Background: an optimization exercise with open tools, aiming at small area. Do not read the settings as production practice. Function was checked by simulation only, so behaviour that the tests miss may differ from the original. No activity file was given, so power comes from the tool's default toggle rates.

==> flow/design.v (excerpt) <==
module unum_adder(
	input clk,
	input[31:0] unum1,
	input[31:0] unum2,
	output[31:0] unum_o
);
wire [30:0] m1, m2;
neg31 ng1(.x(unum1[30:0]), .s(unum1[31]), .m(m1));
neg31 ng2(.x(unum2[30:0]), .s(unum2[31]), .m(m2));
wire cmp;
gt31 gt(.a(m1), .b(m2), .gt(cmp));
reg sL_1, sS_1;
reg [30:0] mL_1, mS_1;
always @(posedge clk) begin
	sL_1 <= cmp ? unum1[31] : unum2[31];
	sS_1 <= cmp ? unum2[31] : unum1[31];
	mL_1 <= cmp ? m1 : m2;
	mS_1 <= cmp ? m2 : m1;
end
wire rL = mL_1[30], rS = mS_1[30];
wire [4:0] nL, nS;
lzc32 lzL(.v({mL_1[29:0] ^ {30{rL}}, 2'b10}), .n(nL));
lzc32 lzS(.v({mS_1[29:0] ^ {30{rS}}, 2'b10}), .n(nS));
wire [28:0] tL, tS;
shl29 shL(.d(mL_1[28:0]), .n(nL), .q(tL));
shl29 shS(.d(mS_1[28:0]), .n(nS), .q(tS));
wire zL = ~rL & (nL == 5'd30);   
wire zS = ~rS & (nS == 5'd30);
reg sL_2, sS_2, inf_2;
reg [8:0] scL_2, scS_2;
reg [25:0] fL_2;
reg [26:0] fS_2;
always @(posedge clk) begin
	sL_2 <= sL_1;
	sS_2 <= sS_1;
	inf_2 <= (sL_1 & zL) | (sS_1 & zS);
	scL_2 <= zL ? 9'd232 : {~rL, rL ? nL : ~nL, tL[28:26]};
  ...
clock: 4.5 ns
lec_check: 0
abc_area: 1
cap_margin: 20
core_margin: 2
core_utilization: 60
cts_buf_list: sky130_fd_sc_hd__clkbuf_8 sky130_fd_sc_hd__clkbuf_16
cts_cluster_diameter: 100
cts_cluster_size: 30
slew_margin: 20
standard.sh (not shown) runs the stock make flow with config.mk's settings and CLKGATE_MAP_FILE= SYNTH_SCRIPT=/design/flow/synth_recipe.tcl, a recipe that flattens the netlist after the stock synthesis.
==> flow/flow/run.sh <==
#!/bin/bash
# Own layout flow: the standard synthesis, then the combinational logic between the
# standard synthesis's registers is mapped again with ABC (the registers, their names
# and cells are kept): the logic feeding the registers named in AREA_FLOPS with an
# area-only mapper, the rest with a delay-bounded one. Then the standard layout steps.
# Ports are buffered with the smallest buffer.
set -euo pipefail
W=$(pwd)
R=$W/orfs/results/$FLOW_PLATFORM/unum_adder/base
LIB=$FLOW_HOME/platforms/$FLOW_PLATFORM/lib/sky130_fd_sc_hd__tt_025C_1v80.lib
YOSYS=$(dirname $(command -v yosys 2>/dev/null || echo /OpenROAD-flow-scripts/tools/install/yosys/bin/yosys))/yosys
[ -x "$YOSYS" ] || YOSYS=/OpenROAD-flow-scripts/tools/install/yosys/bin/yosys

bash standard.sh synth > $W/log_synth.txt 2>&1

python3 $W/flow/genmodels.py $LIB > $W/cell_models.v 2> $W/log_genmodels.txt
cp $R/1_2_yosys.v $W/standard_synth.v
FIX="topo;stime -c;buffer -c;upsize -c;dnsize -c"
ABC_SCRIPT=${ABC_SCRIPT:-"strash;dch;map -D 2000;$FIX"}
ABC_AREA_SCRIPT=${ABC_AREA_SCRIPT:-"strash;dch;amap -m;$FIX"}
AREA_FLOPS=${AREA_FLOPS:-"sum_4* sg_4* inf_4* sc_4* e_5* f_5* nz_5* sg_5* inf_5* r_6* sg_6* rnd_6* o_7*"}
echo "$ABC_SCRIPT" | tr ';' '\n' > $W/remap.abc
echo "$ABC_AREA_SCRIPT" | tr ';' '\n' > $W/remap_area.abc
SEL=""
for p in $AREA_FLOPS; do if [ -z "$SEL" ]; then SEL="c:$p"; else SEL="$SEL c:$p %u"; fi; done
DU=""
for c in $(grep -o "sky130_fd_sc_hd__probe\S*\|sky130_fd_sc_hd__lpflow\S*" $FLOW_HOME/platforms/$FLOW_PLATFORM/config.mk | sort -u); do DU="$DU -dont_use $c"; done
cat > $W/remap.ys <<EOT
read_verilog $W/cell_models.v
read_verilog $W/standard_synth.v
hierarchy -top $FLOW_TOP
flatten
opt_clean -purge
simplemap
opt -fast
select -set late $SEL %ci*:-sky130_fd_sc_hd__dfxtp_1[Q,CLK] t:\$_* %i
abc -liberty $LIB $DU -script $W/remap_area.abc @late
select -clear
abc -liberty $LIB $DU -script $W/remap.abc t:\$_*
opt_clean -purge
setundef -zero
splitnets
opt_clean -purge
hilomap -singleton -hicell sky130_fd_sc_hd__conb_1 HI -locell sky130_fd_sc_hd__conb_1 LO
opt_clean -purge
tee -o $W/remap_stat.txt stat -liberty $LIB
write_verilog -noattr -noexpr -nohex -nodec $R/1_2_yosys.v
EOT
$YOSYS -q -l $W/log_remap.txt -s $W/remap.ys > /dev/null 2>&1
rm -f $R/1_synth.odb
export BUFFER_PORTS_ARGS="-buffer_cell sky130_fd_sc_hd__buf_1"
bash standard.sh finish > $W/log_finish.txt 2>&1
Other scripts of this flow, unchanged in this note and not shown: flow/flow/genmodels.py
The baseline completed without violations.
Next try:
--- a/flow/flow/run.sh
+++ b/flow/flow/run.sh
@@ -17,5 +17,5 @@
 cp $R/1_2_yosys.v $W/standard_synth.v
 FIX="topo;stime -c;buffer -c;upsize -c;dnsize -c"
-ABC_SCRIPT=${ABC_SCRIPT:-"strash;dch;map -D 2000;$FIX"}
+ABC_SCRIPT=${ABC_SCRIPT:-"strash;dch;map -D 2300;$FIX"}
 ABC_AREA_SCRIPT=${ABC_AREA_SCRIPT:-"strash;dch;amap -m;$FIX"}
 AREA_FLOPS=${AREA_FLOPS:-"sum_4* sg_4* inf_4* sc_4* e_5* f_5* nz_5* sg_5* inf_5* r_6* sg_6* rnd_6* o_7*"}
--- a/flow/config.mk
+++ b/flow/config.mk
@@ -9,5 +9,5 @@
 export CAP_MARGIN = 20
 export CORE_MARGIN = 2
-export CORE_UTILIZATION = 60
+export CORE_UTILIZATION = 75
 export CTS_BUF_LIST = sky130_fd_sc_hd__clkbuf_8 sky130_fd_sc_hd__clkbuf_16
 export CTS_CLUSTER_DIAMETER = 100
Wire length goes down by about 0.9%; final cell count decreases by about 5%; critical path depth goes up by 4.
Next try:
--- a/flow/config.mk
+++ b/flow/config.mk
@@ -9,7 +9,6 @@
 export CAP_MARGIN = 20
 export CORE_MARGIN = 2
-export CORE_UTILIZATION = 75
-export CTS_BUF_LIST = sky130_fd_sc_hd__clkbuf_8 sky130_fd_sc_hd__clkbuf_16
-export CTS_CLUSTER_DIAMETER = 100
+export CORE_UTILIZATION = 60
+export CTS_BUF_LIST = sky130_fd_sc_hd__clkbuf_4 sky130_fd_sc_hd__clkbuf_8
 export CTS_CLUSTER_SIZE = 30
 export SLEW_MARGIN = 20
=> Worst setup slack improves by 0.12 ns. Global-route usage went down by 6.7 points. Fmax went up by a few percent. First-iteration DRC count went down by a quarter to a third. Synthesized area does not change.
Next try:
--- a/flow/flow/run.sh
+++ b/flow/flow/run.sh
@@ -18,6 +18,6 @@
 FIX="topo;stime -c;buffer -c;upsize -c;dnsize -c"
 ABC_SCRIPT=${ABC_SCRIPT:-"strash;dch;map -D 2300;$FIX"}
-ABC_AREA_SCRIPT=${ABC_AREA_SCRIPT:-"strash;dch;amap -m;$FIX"}
-AREA_FLOPS=${AREA_FLOPS:-"sum_4* sg_4* inf_4* sc_4* e_5* f_5* nz_5* sg_5* inf_5* r_6* sg_6* rnd_6* o_7*"}
+ABC_AREA_SCRIPT=${ABC_AREA_SCRIPT:-"strash;dch;amap -m"}
+AREA_FLOPS=${AREA_FLOPS:-"sum_4* sg_4* inf_4* sc_4* e_5* f_5* nz_5* sg_5* inf_5* r_6* sg_6* rnd_6* o_7* fL_2* fS_2* scL_2* scS_2* sL_2* sS_2* inf_2* B_3* sg_3* sub_3* inf_3* sc_3* fL_3*"}
 echo "$ABC_SCRIPT" | tr ';' '\n' > $W/remap.abc
 echo "$ABC_AREA_SCRIPT" | tr ';' '\n' > $W/remap_area.abc
--- a/flow/config.mk
+++ b/flow/config.mk
@@ -7,8 +7,10 @@
 export LEC_CHECK = 0
 export ABC_AREA = 1
-export CAP_MARGIN = 20
+export CAP_MARGIN = 0
 export CORE_MARGIN = 2
 export CORE_UTILIZATION = 60
-export CTS_BUF_LIST = sky130_fd_sc_hd__clkbuf_4 sky130_fd_sc_hd__clkbuf_8
+export CTS_BUF_LIST = sky130_fd_sc_hd__clkbuf_8 sky130_fd_sc_hd__clkbuf_16
+export CTS_CLUSTER_DIAMETER = 100
 export CTS_CLUSTER_SIZE = 30
-export SLEW_MARGIN = 20
+export GPL_TIMING_DRIVEN = 0
+export SLEW_MARGIN = 0
After rerunning: The new run produced a clean layout; worst hold slack is better by 0.022 ns; register-to-register slack is worse by 0.23 ns; routed wire length is about the same; total power is lower by about 8%; non-clock buffer count is higher by 13; design area is lower by 4.5%; via count is lower by about 0.8%; setup slack is worse by 0.30 ns; utilization is higher by 2.1 points; critical path depth is higher by 10.
Next try:
--- a/flow/flow/run.sh
+++ b/flow/flow/run.sh
@@ -18,5 +18,5 @@
 FIX="topo;stime -c;buffer -c;upsize -c;dnsize -c"
 ABC_SCRIPT=${ABC_SCRIPT:-"strash;dch;map -D 2300;$FIX"}
-ABC_AREA_SCRIPT=${ABC_AREA_SCRIPT:-"strash;dch;amap -m"}
+ABC_AREA_SCRIPT=${ABC_AREA_SCRIPT:-"strash;dch;amap -m;topo;stime -c;buffer -c"}
 AREA_FLOPS=${AREA_FLOPS:-"sum_4* sg_4* inf_4* sc_4* e_5* f_5* nz_5* sg_5* inf_5* r_6* sg_6* rnd_6* o_7* fL_2* fS_2* scL_2* scS_2* sL_2* sS_2* inf_2* B_3* sg_3* sub_3* inf_3* sc_3* fL_3*"}
 echo "$ABC_SCRIPT" | tr ';' '\n' > $W/remap.abc
--- a/flow/config.mk
+++ b/flow/config.mk
@@ -13,4 +13,3 @@
 export CTS_CLUSTER_DIAMETER = 100
 export CTS_CLUSTER_SIZE = 30
-export GPL_TIMING_DRIVEN = 0
 export SLEW_MARGIN = 0
=> First-iteration DRC count is lower by 28%; via count falls by 3.3%; design area goes down by 0.92%; clock power hardly moves; worst setup slack improved by 0.22 ns; hold slack barely changes; maximum frequency increases by 5.2%; total power falls by 1.2%; combinational power hardly moves; register-to-register slack improves by 0.15 ns; cell count grows by 2.1%.

separate check: timing with driven ports:
The results above use ideal ports. As a check the final layouts listed here were re-extracted and re-timed, cells and wires unchanged.
Step 1 sets driving cells, clkbuf_16 on the clock port and buf_2 on the other inputs (assumed; they add their load-dependent delay and slew).
Step 2 times the ports against the registers' clock, not the clock port: input delays grow and output delays shrink by t, the midpoint of the rising clock arrivals with the driver on.
Slacks: ideal / step 1 / step 2; pairs: ideal / step 1.
run	shift t [ns]	slack for setup (ns)	worst slew at a driven data input, ns
the first run	0.583	0.377 / 0.417 / -0.167	0.03
the second run	0.569	0.298 / 0.331 / -0.238	0.07
the third run	0.702	0.419 / 0.419 / -0.151	0.06
the fourth run	0.578	0.118 / 0.154 / -0.424	0.04
the fifth run	0.584	0.335 / 0.335 / -0.110	0.04
Met with ideal ports but missed after step 2: setup timing in every run listed. The setup slack of the third run, which loses most, moves by 0.000 ns with the drivers and by -0.570 ns with both steps.
